Context: an optimization exercise on an open-source flow, tuned for small area. The choices shown serve that exercise and are no tape-out recipe.
Function was checked by simulation only, so behaviour that the tests miss may differ from the original.
Power is estimated from default activity; no workload was simulated.

<file path="design.v">
module CIC (
    input             clk,
    input             proc,     
    input             stst,     
    input             src,      
    input      [11:0] rd,       
    input             mask,     
    input             rot,      
    output     [11:0] y         
);
  reg [35:0] W0, W1, W2, W3;
  reg        cy;
  wire [11:0] ad = src ? rd : W0[11:0];
  wire [11:0] bd = mask ? 12'd0 : W1[11:0];
  wire [11:0] diff;
  wire        co;
  rca #(12) sub (.a(ad), .b(~bd), .ci(stst | cy), .s(diff), .co(co));
  always @(posedge clk) begin
    if (proc) begin
      W0 <= {diff, W0[35:12]};
      W1 <= {W2[11:0], W1[35:12]};
      W2 <= {W3[11:0], W2[35:12]};
      W3 <= {ad, W3[35:12]};
      cy <= co;
    end else if (rot) begin
      W0[35:24] <= {W0[24], W0[35:25]};
    end
  end
  assign y = W0[35:24];
endmodule
module rca #(parameter W = 12) (
    input  [W-1:0] a,
    input  [W-1:0] b,
    input          ci,
    output [W-1:0] s,
    output         co
);
  wire [W:0] c;
  assign c[0] = ci;
  genvar i;
  generate
    for (i = 0; i < W; i = i + 1) begin : bit_
      assign s[i]   = a[i] ^ b[i] ^ c[i];
      assign c[i+1] = (a[i] & b[i]) | (c[i] & (a[i] ^ b[i]));
    end
  endgenerate
  assign co = c[W];
endmodule
module csa_digit #(parameter W = 12) (
    input  [W-1:0] p,
    input  [W-1:0] q,
    input  [W-1:0] r,
    input          ki,
    input          ci,
    output [W-1:0] s,
    output         ko,
    output         co
);
  wire [W-1:0] x = p ^ q ^ r;
  wire [W-1:0] k = (p & q) | (p & r) | (q & r);
  rca #(W) add (.a(x), .b({k[W-2:0], ki}), .ci(ci), .s(s), .co(co));
  assign ko = k[W-1];
endmodule
module fm_rx (
	input clk,
	input rst,
	input [9:0] adc_data,
	output [11:0] audio,
	output reg audio_valid
);
reg [6:0] cnt;        
reg       started;    
reg [2:0] pc;         
reg       rst_d;
wire first = ~started;
wire c99 = (cnt == 7'd99);
always @(posedge clk) begin
	if (rst) begin
		cnt <= 7'd0;
		started <= 1'b0;
		pc <= 3'd0;
		rst_d <= 1'b1;
	end else begin
		cnt <= c99 ? 7'd0 : cnt + 7'd1;
		started <= started | c99;
		if (c99 && pc != 3'd6) pc <= pc + 3'd1;
		rst_d <= 1'b0;
	end
end
wire clr = rst | rst_d;
reg [10:0] a1;
reg [11:0] a2;
reg [9:0]  a3;
wire g0 = first && (cnt == 7'd3);
wire g1 = first && (cnt == 7'd4);
wire g2 = first && (cnt == 7'd5);
wire [11:0] a2_g = {a1, 1'b0} - a2;
wire [11:0] a3_g = a2 - {2'b0, a3};
always @(posedge clk) begin
	if (rst) begin
		a1 <= 11'd0;
		a2 <= 12'd0;
		a3 <= 10'd0;
	end else begin
		a1 <= (first && cnt[6:1] == 6'd0) ? 11'd0 : ({1'b0, adc_data} + (g0 ? a1 : 11'd0));
		a2 <= g1 ? a2_g : {1'b0, a1};
		a3 <= g2 ? a3_g[10:1] : a2[9:0];
	end
end
wire [1:0] p1 = cnt[1:0];
wire [1:0] p2 = cnt[1:0] - 2'd1;
wire [1:0] p3 = cnt[1:0] - 2'd2;
wire m1 = g0;         
wire m2 = g1;         
wire        neg1 = p1[1] & ~m1;
wire [11:0] op1  = m1 ? 12'd0 : ({1'b0, a1} ^ {12{neg1}});
wire        f2   = ~p2[0] & ~g2;                  
wire [12:0] v2   = f2 ? {a2, 1'b0} : {1'b0, a2};
wire        neg2 = ~p2[1] & ~m2;
wire [13:0] op2  = m2 ? 14'd0 : ({1'b0, v2} ^ {14{neg2}});
wire        isl3 = ~p3[0];
wire        neg3 = p3[1] & isl3;
wire [11:0] op3  = isl3 ? ({2'b0, a3} ^ {12{neg3}}) : 12'd0;
reg [32:0] X1, Y1;
reg [33:0] X2, Y2;
reg [35:0] X3, Y3, X4, Y4;
reg c01, c11, c02, k02, c12, k12, c03, k03, c13, k13, c04, c14;
reg [2:0] s1r;
reg       s1s;
reg [3:0] s2r;
reg       s2s;
reg       s3r, s3s;
wire z0 = (cnt == 7'd98) || c99;
wire z1 = c99 || (cnt == 7'd0);
wire z2 = (cnt == 7'd0) || (cnt == 7'd1);
wire [8:0]  n1d0;  wire n1c0;
wire [11:0] n1d1;  wire n1c1;
wire [11:0] n1d2;  wire n1c2;
rca #(9)  s1a (.a(Y1[8:0]),   .b(op1[8:0]),              .ci(neg1), .s(n1d0), .co(n1c0));
rca #(12) s1b (.a(X1[20:9]),  .b({{9{s1r[2]}}, s1r}),    .ci(c01),  .s(n1d1), .co(n1c1));
rca #(12) s1c (.a(Y1[32:21]), .b({12{s1s}}),             .ci(c11),  .s(n1d2), .co(n1c2));
wire [9:0]  n2d0;  wire n2k0, n2c0;
wire [11:0] n2d1;  wire n2k1, n2c1;
wire [11:0] n2d2;  wire n2k2, n2c2;
csa_digit #(10) s2a (.p(Y2[9:0]),   .q({X1[8:0], 1'b0}), .r(op2[9:0]),            .ki(neg2), .ci(1'b0), .s(n2d0), .ko(n2k0), .co(n2c0));
csa_digit #(12) s2b (.p(X2[21:10]), .q(Y1[20:9]),        .r({{8{s2r[3]}}, s2r}),  .ki(k02),  .ci(c02),  .s(n2d1), .ko(n2k1), .co(n2c1));
csa_digit #(12) s2c (.p(Y2[33:22]), .q(X1[32:21]),       .r({12{s2s}}),           .ki(k12),  .ci(c12),  .s(n2d2), .ko(n2k2), .co(n2c2));
wire [11:0] n3d0;  wire n3k0, n3c0;
wire [11:0] n3d1;  wire n3k1, n3c1;
wire [11:0] n3d2;  wire n3k2, n3c2;
csa_digit #(12) s3a (.p(Y3[11:0]),  .q({X2[9:0], 2'b00}), .r(op3),          .ki(neg3), .ci(1'b0), .s(n3d0), .ko(n3k0), .co(n3c0));
csa_digit #(12) s3b (.p(X3[23:12]), .q(Y2[21:10]),        .r({12{s3r}}),    .ki(k03),  .ci(c03),  .s(n3d1), .ko(n3k1), .co(n3c1));
csa_digit #(12) s3c (.p(Y3[35:24]), .q(X2[33:22]),        .r({12{s3s}}),    .ki(k13),  .ci(c13),  .s(n3d2), .ko(n3k2), .co(n3c2));
wire [11:0] n4d0;  wire n4c0;
wire [11:0] n4d1;  wire n4c1;
wire [11:0] n4d2;  wire n4c2;
rca #(12) s4a (.a(z0 ? 12'd0 : Y4[11:0]),  .b(X3[11:0]),  .ci(1'b0), .s(n4d0), .co(n4c0));
rca #(12) s4b (.a(z1 ? 12'd0 : X4[23:12]), .b(Y3[23:12]), .ci(c04),  .s(n4d1), .co(n4c1));
rca #(12) s4c (.a(z2 ? 12'd0 : Y4[35:24]), .b(X3[35:24]), .ci(c14),  .s(n4d2), .co(n4c2));
always @(posedge clk) begin
	if (clr) begin
		X1[8:0] <= 9'd0;    Y1[20:9] <= 12'd0;  X1[32:21] <= 12'd0;
		X2[9:0] <= 10'd0;   Y2[21:10] <= 12'd0; X2[33:22] <= 12'd0;
		X3[11:0] <= 12'd0;  Y3[23:12] <= 12'd0; X3[35:24] <= 12'd0;
		X4[11:0] <= 12'd0;  Y4[23:12] <= 12'd0; X4[35:24] <= 12'd0;
		{c01, c11, c02, k02, c12, k12, c03, k03, c13, k13, c04, c14} <= 12'd0;
		s1r <= 3'd0; s1s <= 1'b0; s2r <= 4'd0; s2s <= 1'b0; s3r <= 1'b0; s3s <= 1'b0;
	end else begin
		X1[8:0] <= n1d0;    Y1[20:9] <= n1d1;   X1[32:21] <= n1d2;
		X2[9:0] <= n2d0;    Y2[21:10] <= n2d1;  X2[33:22] <= n2d2;
		X3[11:0] <= n3d0;   Y3[23:12] <= n3d1;  X3[35:24] <= n3d2;
		X4[11:0] <= n4d0;   Y4[23:12] <= n4d1;  X4[35:24] <= n4d2;
		c01 <= n1c0;  c11 <= n1c1;
		c02 <= n2c0;  k02 <= n2k0;  c12 <= n2c1;  k12 <= n2k1;
		c03 <= n3c0;  k03 <= n3k0;  c13 <= n3c1;  k13 <= n3k1;
		c04 <= n4c0;  c14 <= n4c1;
		s1r <= op1[11:9];  s1s <= s1r[2];
		s2r <= op2[13:10]; s2s <= s2r[3];
		s3r <= op3[11];    s3s <= s3r;
	end
	X1[20:9] <= Y1[20:9];   Y1[8:0] <= X1[8:0];   Y1[32:21] <= X1[32:21];
	X2[21:10] <= Y2[21:10]; Y2[9:0] <= X2[9:0];   Y2[33:22] <= X2[33:22];
	X3[23:12] <= Y3[23:12]; Y3[11:0] <= X3[11:0]; Y3[35:24] <= X3[35:24];
	X4[23:12] <= Y4[23:12]; Y4[11:0] <= X4[11:0]; Y4[35:24] <= X4[35:24];
end
wire procI = c99 || (cnt <= 7'd7);
wire ststI = c99 || (cnt == 7'd2) || (cnt == 7'd5);
wire srcI  = c99 || (cnt <= 7'd1);
wire [11:0] rdI = c99 ? Y4[11:0] : (cnt == 7'd0) ? X4[23:12] : Y4[35:24];
wire procQ = (cnt >= 7'd98) || (cnt <= 7'd6);
wire ststQ = (cnt == 7'd98) || (cnt == 7'd1) || (cnt == 7'd4);
wire srcQ  = (cnt >= 7'd98) || (cnt == 7'd0);
wire [11:0] rdQ = (cnt == 7'd98) ? Y4[11:0] : c99 ? X4[23:12] : Y4[35:24];
wire cmask = (pc == 3'd0) || (pc == 3'd1 && cnt < 7'd50);
wire mul   = (cnt >= 7'd8) && (cnt <= 7'd19);
wire [11:0] Id, Qd;
CIC comb_I (.clk(clk), .proc(procI), .stst(ststI), .src(srcI), .rd(rdI),
            .mask(cmask), .rot(mul), .y(Id));
CIC comb_Q (.clk(clk), .proc(procQ), .stst(ststQ), .src(srcQ), .rd(rdQ),
            .mask(cmask), .rot(mul), .y(Qd));
reg signed [11:0] Ip, Qp;
reg signed [14:0] R;
reg e10, e11;
wire qb = Qd[0];
wire ib = Id[0];
wire last = (cnt == 7'd19);
wire signed [12:0] ppa = (qb ? {Ip[11], Ip} : 13'sd0) - (ib ? {Qp[11], Qp} : 13'sd0);
wire signed [14:0] pp = last ? -{{2{ppa[12]}}, ppa} : {{2{ppa[12]}}, ppa};
wire signed [14:0] rsum = ((cnt == 7'd8) ? 15'sd0 : R) + pp;
always @(posedge clk) begin
	if (mul) begin
		R <= rsum >>> 1;
		if (cnt == 7'd18) e10 <= rsum[0];
		if (last) e11 <= rsum[0];
	end
end
always @(posedge clk) begin
	if (rst) begin
		Ip <= 12'sd0;
		Qp <= 12'sd0;
	end else if (started && cnt == 7'd20) begin
		Ip <= Id;
		Qp <= Qd;
	end
end
reg [11:0] F0, F1, F2, F3, F4, F5;
always @(posedge clk) begin
	if (cnt == 7'd1) begin
		F0 <= {R[9:0], e11, e10};
		F1 <= F0; F2 <= F1; F3 <= F2; F4 <= F3; F5 <= F4;
	end
end
always @(posedge clk) begin
	if (rst)
		audio_valid <= 1'b0;
	else
		audio_valid <= started && (cnt == 7'd1);
end
assign audio = (pc == 3'd6) ? F5 : 12'd0;
endmodule
</file>
<file path="constraint.sdc">
create_clock -name core_clock -period 7.0 [get_ports {clk}]
set_input_delay 1.4000 -clock core_clock [delete_from_list [all_inputs] [get_ports {clk}]]
set_output_delay 1.4000 -clock core_clock [all_outputs]
set_load 0.01 [all_outputs]
</file>
<file path="run.sh">
#!/bin/bash
# synth_recipe.tcl (not shown) runs the flow's synth.tcl, then flattens the netlist and writes it again
# the make line also repeats each setting of config.mk as NAME=value (left out here)
make -C /OpenROAD-flow-scripts/flow DESIGN_CONFIG=/design/flow/config.mk WORK_HOME=/design/flow/orfs CLKGATE_MAP_FILE= SYNTH_SCRIPT=/design/flow/synth_recipe.tcl finish
</file>
<file path="config.mk">
export PLATFORM = sky130hd
export DESIGN_NAME = fm_rx
export DESIGN_NICKNAME = fm_rx
export VERILOG_FILES = /design/flow/design.v
export SDC_FILE = /design/flow/constraint.sdc
export NUM_CORES = 4
export LEC_CHECK = 0
export CAP_MARGIN = 20
export CORE_MARGIN = 2
export CORE_UTILIZATION = 40
export SLEW_MARGIN = 20
export SYNTH_MEMORY_MAX_BITS = 16384
</file>
==> impl_metrics.py <==
metrics = {
    "grt": {
        "grt_use_total_pct": 14.8,
        "antenna_found_initial": 4,
        "grt_start_max_net_pins": 157,
        "grt_pass1_wl_mm": 92.1,
        "grt_pass1_vias": 16900,
        "grt-ovfl-total": 0,
    },
    "cells_and_area": {
        "layout.nets": 2700,
        "layoutNonFillerInstCount": 3493,
        "layout_common_cells": "378 x edfxtp_1, 370 x dfxtp_1, 221 x fa_1, 195 x nand2_1, 193 x and2_1",
        "area_delta_synth_final_pct": 13.5,
        "drive_gt1_share_pct": 8.44,
        "layout_commonest_cell": "edfxtp_1",
    },
    "placement": {
        "portBuffers": 24,
        "hpwl_mm": 38.5,
        "dp.cells": 3349,
        "routabilityCongestion": 0.843,
    },
    "power": {
        "intPower_mw": 7.97,
        "p_leak_nw": 14.7,
        "p_clk_share_pct": 39.4,
        "power_frac_seq_pct": 52.4,
        "switching_share_pct": 23.4,
        "powerDensity_nw_per_um2": 295,
        "power_switching_mw": 2.43,
        "irDropWorstVdd_uv": 225,
        "p_comb_share_pct": 8.2,
    },
    "floorplanning": {
        "start_util_pct": 40.3,
        "dieWidth_um": 283,
        "core-area_um2": 77200,
        "die_h_um": 283,
        "core.rowCount": 102,
        "io_pins": 25,
        "design.die.area_um2": 79900,
    },
    "sta": {
        "slew_headroom_pct": 35.0,
        "max_freq_mhz": 148,
        "drv_slew": 0,
        "worst_slew_pin_slew_ns": 0.974,
        "hold_viol_final": 0,
        "finalClockSkew_ns": 0.0284,
        "period_share_pct": 96.4,
        "setup_tns_ns": 0,
        "rsz0062_at_grt": "no",
        "min_period_ns": 6.75,
        "setup_viol": 0,
    },
    "yosys": {
        "syn_area_per_cell_um2": 13.4,
        "syn_inst": 2323,
        "synth.mux.area_fraction_pct": 0.668,
        "synth-compound-area-share_pct": 4.66,
        "synth_fa_ha_area_share_pct": 17.4,
        "yosys.area_share.simple_pct": 10.9,
        "syn_area_um2": 31100,
        "ys_seq_area_share_pct": 60.4,
        "synthDistinctLibCells": 69,
        "synthArstFlopShare_pct": 0,
        "ys_ff_latch": 749,
        "synth_top_family_by_area": "adder cells",
        "synth_ff_type": "edfxtp_1",
        "syn-num-nets": 2631,
        "ys_warn_count": 2,
        "synth-edff-count": 378,
        "synth_xor_area_share_pct": 2.79,
    },
    "route": {
        "drtIter0Drc": 999,
        "ant_nets": 0,
        "wl_per_cell_um": 16.3,
        "post-route-drc-count": 0,
        "drt-vias-per-instance": 4.71,
        "route.vias.total": 16500,
        "drt_wl_total_mm": 56.9,
        "dr.pass1.iters": 5,
    },
    "setup_path": {
        "crit_chain": "or3_4 > buf_4 > nor3_4 > nand2_1 > o21a_1 > o21a_1 > fa_1 > fa_2 > fa_2 > fa_1 > fa_1 > fa_2 > fa_2 > fa_1 > fa_1 > fa_1 > inv_1 > fa_1 > fa_1 > mux2_2",
        "end_kind": "flip-flop",
        "cp_slowest_stage_delay_ns": 0.44,
        "cp_slowest_cell": "fa_1",
        "crit_top_cell": "fa_1",
        "crit_fanout": 3,
        "cp.required_ns": 7.36,
        "critPathKind": "reg -> reg",
        "startpoint_type": "flip-flop",
        "arrival_ns": 7.11,
    },
    "cts": {
        "cts.sinks": 749,
        "cts-root-buf": "clkbuf_16",
        "cts_made_buffers": 77,
        "clock_path_buffers": 3,
        "clk_pin_slew_ns": 0.07,
        "htreeDepth": 3,
        "cts_tree": "yes",
        "insertion_delay_ns": 0.61,
    },
    "job": {
        "cap_viol_max_count": 0,
    },
    "hold_path": {
        "hp-class": "reg -> reg",
    },
    "outcome": {
        "status": "no timing/DRC/antenna violations",
    },
}
[final cells by class]
class                      count  area [um^2]
fill                        6841        41900
sequential                   749        18800
multi-input combinational   1318        11400
clock buffer                 101         2100
tap                         1040         1300
inverter                     176          661
timing repair buffer          70          604
clock inverter                38          438
antenna                        1         2.50
[stage by stage]
stage	cell area [um^2]	setup slack [ns]	hold slack [ns]	power, mW	utilization [%]
2_1_floorplan	31100	0.0220	0.310	6.07	-
3_3_place_gp	32700	0.0755	0.310	6.37	42.3
3_5_place_dp	32700	0.0842	0.312	6.40	42.3
4_1_cts	35200	0.00753	0.318	10.6	45.6
5_1_grt	35300	0.0357	0.326	10.9	45.7
6_report	35300	0.249	0.318	10.4	45.7
[cell usage after synthesis (all sizes together) (4+ instances only)]
master / count / share of area, %
xor2: 40 / 1.1
mux2: 6 / 0.22
o21bai: 5 / 0.12
o21ai: 52 / 0.85
edfxtp: 378 / 37
a311oi: 9 / 0.27
fa: 226 / 15
o211ai: 5 / 0.14
a21oi: 107 / 1.7
buf: 15 / 0.30
nand3b: 5 / 0.12
and3: 42 / 0.85
nor2b: 12 / 0.24
mux2i: 14 / 0.45
xnor2: 59 / 1.7
a31oi: 4 / 0.080
clkbuf: 65 / 0.78
nand2b: 9 / 0.18
ha: 70 / 2.8
a21boi: 5 / 0.12
a211oi: 6 / 0.14
and2: 195 / 3.9
dfxtp: 371 / 24
nor2: 108 / 1.3
nand3: 41 / 0.66
a21o: 10 / 0.25
nand2: 197 / 2.4
inv: 175 / 2.1
or3: 6 / 0.12
or2: 5 / 0.10
o21a: 13 / 0.31
nor3: 34 / 0.58
[worst paths after layout]
| kind | endpoint | slack, ns | depth (start not counted) | start |
|---|---|---|---|---|
| worst max-delay path | comb_Q.W0[35]$_DFFE_PP_ | 0.25 | 20 | cnt[3]$_SDFF_PP0_ |
| worst min-delay path | X4[13]$_DFF_P_ | 0.32 | 0 | Y4[13]$_SDFF_PP0_ |
| worst max register to register | comb_Q.W0[35]$_DFFE_PP_ | 0.25 | 20 | cnt[3]$_SDFF_PP0_ |
| worst min register to register | X4[13]$_DFF_P_ | 0.32 | 0 | Y4[13]$_SDFF_PP0_ |
[critical path: cells and delay by family (launching register included)]
family          cells  cell delay [ns]
simple gates        3             0.68
buf+inv             2             0.25
mux                 1             0.27
compound gates      2             0.36
fa+ha+maj          12             4.64
flops               1             0.31
[power by group through the flow]
| stage | clock [mW] | combinational [mW] | sequential [mW] |
|---|---|---|---|
| CTS | 4.23 | 0.867 | 5.47 |
| detailed placement | 0 | 0.856 | 5.55 |
| global placement | 0 | 0.829 | 5.54 |
| global route | 4.39 | 1.01 | 5.51 |
| floorplan | 0 | 0.650 | 5.42 |
| finish | 4.10 | 0.849 | 5.45 |
[timing repair]
| action | CTS | global route |
|---|---|---|
| resized for setup | 1 | 12 |
| hold buffers | 0 | 0 |
| pin swaps | 0 | 1 |
| setup endpoints to repair | 1 | 4 |
| setup buffers | 0 | 4 |
[cell families after synthesis]
| group | count (synthesis) |
|---|---|
| AOI/OAI and AO/OA | 236 |
| xor gates and xnor gates | 99 |
| adders and majority gates | 296 |
| buffers and inverters | 256 |
| DFF | 749 |
| muxes | 20 |
| and+or+nand+nor | 667 |
[layer usage]
metal  global-route usage [%]  routed length [um]
met1                     20.9               27000
met2                     23.2               26300
met5                        0                   0
met4                     4.31                1360
met3                     2.79                2150

==> re-timing with driven ports <==
Ports are ideal in the flow. The routed layout listed here was re-timed in OpenROAD.
Step 1 (the two cells are an assumption about what drives the block):
set clk [get_ports {clk}]
set_driving_cell -lib_cell sky130_fd_sc_hd__clkbuf_16 $clk
set_driving_cell -lib_cell sky130_fd_sc_hd__buf_2 [delete_from_list [all_inputs] $clk]
Step 2 adds t to the input delays and takes it off the output delays; t is the mean of the earliest and latest rising clock arrival at the registers after step 1. Input paths then give back, and output paths get back, about the clock's delay inside the block.
Three values: ideal ports, drivers, drivers and shift; two values: the first two.
t, ns: 0.663
slack for setup (ns): 0.249 / 0.249 / 0.249
latest minus earliest clock arrival (ns): 0.031 / 0.030
worst register clock-pin slew, ns: 0.07 / 0.07
worst data-port slew with drivers (ns): 0.06
After both steps this run still meets setup and hold. For this run, drivers alone change the setup slack by 0.000 ns; drivers and shift together by 0.000 ns.
